What follows belongs to an exercise in optimizing a design on an open flow for small area; a production flow would make more cautious choices.
Function was checked by simulation only, so behaviour that the tests miss may differ from the original.
No activity file was given, so power comes from the tool's default toggle rates.

==> flow/design.v (excerpt) <==
module recorder(clk, rst, key, tick, state, led, able, direc, clea, to_fin,
                twice_play, finish, minute1, minute0, second1, second0);
Size in the first run: roughly 300 cells after synthesis.
export LEC_CHECK = 0
export ABC_AREA = 1
export CAP_MARGIN = 20
export CORE_MARGIN = 2
export CORE_UTILIZATION = 40
export GPL_TIMING_DRIVEN = 0
export SLEW_MARGIN = 20
create_clock -name core_clock -period 12.0 [get_ports {clk}]
standard.sh (not shown) runs the stock make flow with config.mk's settings and CLKGATE_MAP_FILE= SYNTH_SCRIPT=/design/flow/synth_recipe.tcl, a recipe that flattens the netlist after the stock synthesis.
==> flow/flow/run.sh <==
#!/bin/bash
# Standard ORFS synthesis; its combinational logic re-mapped for area (the
# registers are kept); then the standard layout, with the port buffers made
# with the smallest buffer and a clock tree without dummy loads.
# Each tool's output is logged in this folder.
set -euo pipefail
W=$(pwd)
R=$W/orfs/results/$FLOW_PLATFORM/recorder/base
export BUFFER_PORTS_ARGS="-buffer_cell sky130_fd_sc_hd__buf_1"
export CTS_ARGS="-sink_clustering_enable -repair_clock_nets -dont_use_dummy_load -sink_clustering_size 50 -sink_clustering_max_diameter 400 -buf_list {sky130_fd_sc_hd__clkbuf_2 sky130_fd_sc_hd__clkbuf_4 sky130_fd_sc_hd__clkbuf_8}"
bash standard.sh synth > synth.log 2>&1
cp $R/1_2_yosys.v $W/standard_synth.v
export LIB=$FLOW_HOME/platforms/$FLOW_PLATFORM/lib/sky130_fd_sc_hd__tt_025C_1v80.lib
export NETLIST=$W/standard_synth.v
export TOP=$FLOW_TOP
export ABC_SCRIPT=$W/flow/remap.abc
export OUT=$W/remapped.v
export STAT=$W/remap_stat.txt
export DONT_USE="$(sed -n '/^export DONT_USE_CELLS/,/^$/p' $FLOW_HOME/platforms/$FLOW_PLATFORM/config.mk | tr -d '\\' | tr ' ' '\n' | grep sky130 | tr '\n' ' ')"
yosys -c $W/flow/remap.tcl > remap.log 2>&1
cp $OUT $R/1_2_yosys.v
rm -f $R/1_synth.odb
bash standard.sh synth > synth_odb.log 2>&1
bash standard.sh > layout.log 2>&1
cp -r orfs/logs orfs_logs || true
==> flow/flow/remap.abc <==
strash
balance; rewrite; refactor; balance; rewrite; rewrite -z; balance; refactor -z; rewrite -z; balance
balance -l; resub -K 6 -l; rewrite -l; resub -K 6 -N 2 -l; refactor -l; resub -K 8 -l; balance -l; resub -K 8 -N 2 -l; rewrite -l; resub -K 10 -l; rewrite -z -l; resub -K 10 -N 2 -l; balance -l; resub -K 12 -l; refactor -z -l; resub -K 12 -N 2 -l; rewrite -z -l; balance -l
dch -f
amap
mfs2 -a
strash
dch -f
amap
==> flow/flow/remap.tcl <==
# Re-map the combinational logic of the standard synthesis netlist for area.
# Registers (every *df* cell) are kept as they are, with their names.
yosys -import
set lib $::env(LIB)
set net $::env(NETLIST)
read_liberty -ignore_miss_func $lib
read_verilog $net
hierarchy -top $::env(TOP)
setattr -mod -set keep_hierarchy 1 sky130_fd_sc_hd__*df*
flatten
opt_clean -purge
set du {}
foreach c $::env(DONT_USE) { lappend du -dont_use $c }
abc -script $::env(ABC_SCRIPT) -liberty $lib {*}$du -D 12000
opt_clean -purge
hilomap -singleton -hicell sky130_fd_sc_hd__conb_1 HI -locell sky130_fd_sc_hd__conb_1 LO
insbuf -buf sky130_fd_sc_hd__buf_1 A X
opt_clean -purge
yosys tee -q -o $::env(STAT) stat -liberty $lib
yosys select $::env(TOP)
write_verilog -noattr -noexpr -nohex -nodec -selected $::env(OUT)
==> next run, changes <==
==> flow/run.sh (new file) <==
#!/bin/bash
# synth_recipe.tcl (not shown) runs the flow's synth.tcl, then flattens the netlist and writes it again
# the make line also repeats each setting of config.mk as NAME=value (left out here)
make -C /OpenROAD-flow-scripts/flow DESIGN_CONFIG=/design/flow/config.mk WORK_HOME=/design/flow/orfs CLKGATE_MAP_FILE= SYNTH_SCRIPT=/design/flow/synth_recipe.tcl finish
removed: flow/flow/run.sh
removed: flow/flow/remap.abc
removed: flow/flow/remap.tcl
removed: flow/standard.sh
After rerunning: The changed run finished clean. Combinational power rises by 110%. Sequential cell count is unchanged. Worst setup slack gets worse by 0.016 ns. Count of clock-buffer cells in the layout is higher by 1. Utilization went up by 3.7 points. Die area climbs by 26%. Maximum frequency came out lower by 0.31%. Cell count increases by 37%.
==> next run, changes <==
==> flow/flow/run.sh (new file) <==
#!/bin/bash
# Standard ORFS layout, with the port buffers made with the smallest buffer
# and a clock tree without dummy loads. Each tool's output is logged here.
set -euo pipefail
export BUFFER_PORTS_ARGS="-buffer_cell sky130_fd_sc_hd__buf_1"
export CTS_ARGS="-sink_clustering_enable -repair_clock_nets -dont_use_dummy_load -buf_list {sky130_fd_sc_hd__clkbuf_2 sky130_fd_sc_hd__clkbuf_4 sky130_fd_sc_hd__clkbuf_8}"
bash standard.sh > standard_flow.log 2>&1
cp -r orfs/logs orfs_logs || true
==> flow/standard.sh (new file) <==
#!/bin/bash
# synth_recipe.tcl (not shown) runs the flow's synth.tcl, then flattens the netlist and writes it again
# the make line also repeats each setting of config.mk as NAME=value (left out here)
make -C /OpenROAD-flow-scripts/flow DESIGN_CONFIG=/design/flow/config.mk WORK_HOME=/design/flow/orfs CLKGATE_MAP_FILE= SYNTH_SCRIPT=/design/flow/synth_recipe.tcl "${@:-finish}"
removed: flow/run.sh
The new run ran to the end with no violations.
Critical path depth does not change.
Core utilization shrinks by 3.8 points.
Sequential power is about the same.

---

recorder again, from the RTL that the note above started with.
clock: 12.0 ns
lec_check: 0
abc_area: 1
cap_margin: 20
core_margin: 2
core_utilization: 40
gpl_timing_driven: 0
slew_margin: 20
==> flow/flow/run.sh <==
#!/bin/bash
# Standard ORFS synthesis; its combinational logic re-mapped for area with a
# few ABC scripts, keeping the smallest (the registers are kept as they are);
# then the standard layout, with the port buffers made with the smallest
# buffer and a clock tree of small buffers without dummy loads.
# Each tool's output is logged in this folder.
set -euo pipefail
W=$(pwd)
R=$W/orfs/results/$FLOW_PLATFORM/recorder/base
export BUFFER_PORTS_ARGS="-buffer_cell sky130_fd_sc_hd__buf_1"
export REMOVE_ABC_BUFFERS=1
export CTS_ARGS="-sink_clustering_enable -repair_clock_nets -dont_use_dummy_load -root_buf sky130_fd_sc_hd__clkbuf_4 -buf_list {sky130_fd_sc_hd__clkbuf_4}"
bash standard.sh synth > synth.log 2>&1
cp $R/1_2_yosys.v $W/standard_synth.v
export LIB=$FLOW_HOME/platforms/$FLOW_PLATFORM/lib/sky130_fd_sc_hd__tt_025C_1v80.lib
export NETLIST=$W/standard_synth.v
export TOP=$FLOW_TOP
export DONT_USE="$(sed -n '/^export DONT_USE_CELLS/,/^$/p' $FLOW_HOME/platforms/$FLOW_PLATFORM/config.mk | tr -d '\\' | tr ' ' '\n' | grep sky130 | tr '\n' ' ')"
best=""; best_area=""
for s in a b c d; do
  export ABC_SCRIPT=$W/flow/remap_$s.abc OUT=$W/remapped_$s.v STAT=$W/remap_stat_$s.txt
  if yosys -c $W/flow/remap.tcl > remap_$s.log 2>&1; then
    a=$(grep "Chip area for top module" $STAT | awk '{print $NF}')
    echo "remap $s: $a" >> remap_choice.log
    if [[ -n "$a" ]] && { [[ -z "$best_area" ]] || awk -v x="$a" -v y="$best_area" 'BEGIN{exit !(x<y)}'; }; then
      best=$s; best_area=$a
    fi
  else
    echo "remap $s: failed" >> remap_choice.log
  fi
done
echo "chosen: $best $best_area" >> remap_choice.log
if [[ -n "$best" ]]; then
  cp $W/remapped_$best.v $R/1_2_yosys.v
  rm -f $R/1_synth.odb
  bash standard.sh synth > synth_odb.log 2>&1
fi
bash standard.sh > layout.log 2>&1
cp -r orfs/logs orfs_logs || true
Other scripts of this flow, unchanged in this note and not shown: flow/flow/remap.tcl, flow/flow/remap_a.abc, flow/flow/remap_b.abc, flow/flow/remap_c.abc, flow/flow/remap_d.abc
Edit:
Settings changed: CORE_UTILIZATION 40 to 75, PLACE_DENSITY from default to 0.85.
What happened: The new run produced a clean layout; setup slack gains 75 ps; power shrinks slightly; final cell count went down by roughly a tenth; final area fell by a few percent; routed wire length increases slightly; area after synthesis stays the same; combinational power grows slightly; sequential share of layout area went up by 0.85 points; maximum frequency rises slightly.

==> static timing again, ports no longer ideal <==
Ports are ideal in the flow. The routed layouts listed here were re-timed in OpenROAD.
Step 1, drivers: a clkbuf_16 drives clk and a buf_2 each remaining input, both assumed.
Step 2 adds t to the input delays and takes it off the output delays; t is the mean of the earliest and latest rising clock arrival at the registers after step 1. Input paths then give back, and output paths get back, about the clock's delay inside the block.
Slacks: ideal / step 1 / step 2; pairs: ideal / step 1.
| run | shift t [ns] | slack for setup (ns) | clock arrival spread, ns | worst data-port slew with drivers (ns) | cell pins on the clock port's net |
|---|---|---|---|---|---|
| the first run of note 1 | 0.312 | 6.715 / 6.715 / 6.403 | 0.010 / 0.010 | 0.03 | 1 |
| the second run of note 1 | 0.331 | 6.698 / 6.667 / 6.998 | 0.007 / 0.006 | 0.03 | 1 |
| the third run of note 1 | 0.312 | 7.005 / 6.976 / 7.289 | 0.007 / 0.007 | 0.03 | 1 |
| the first run of note 2 | 0.351 | 6.535 / 6.526 / 6.175 | 0.027 / 0.027 | 0.04 | 1 |
| the second run of note 2 | 0.351 | 6.610 / 6.609 / 6.259 | 0.021 / 0.021 | 0.03 | 1 |
After both steps every run listed still meets setup and hold. The setup slack of the first run of note 2, which loses most, moves by -0.009 ns with the drivers and by -0.360 ns with both steps.
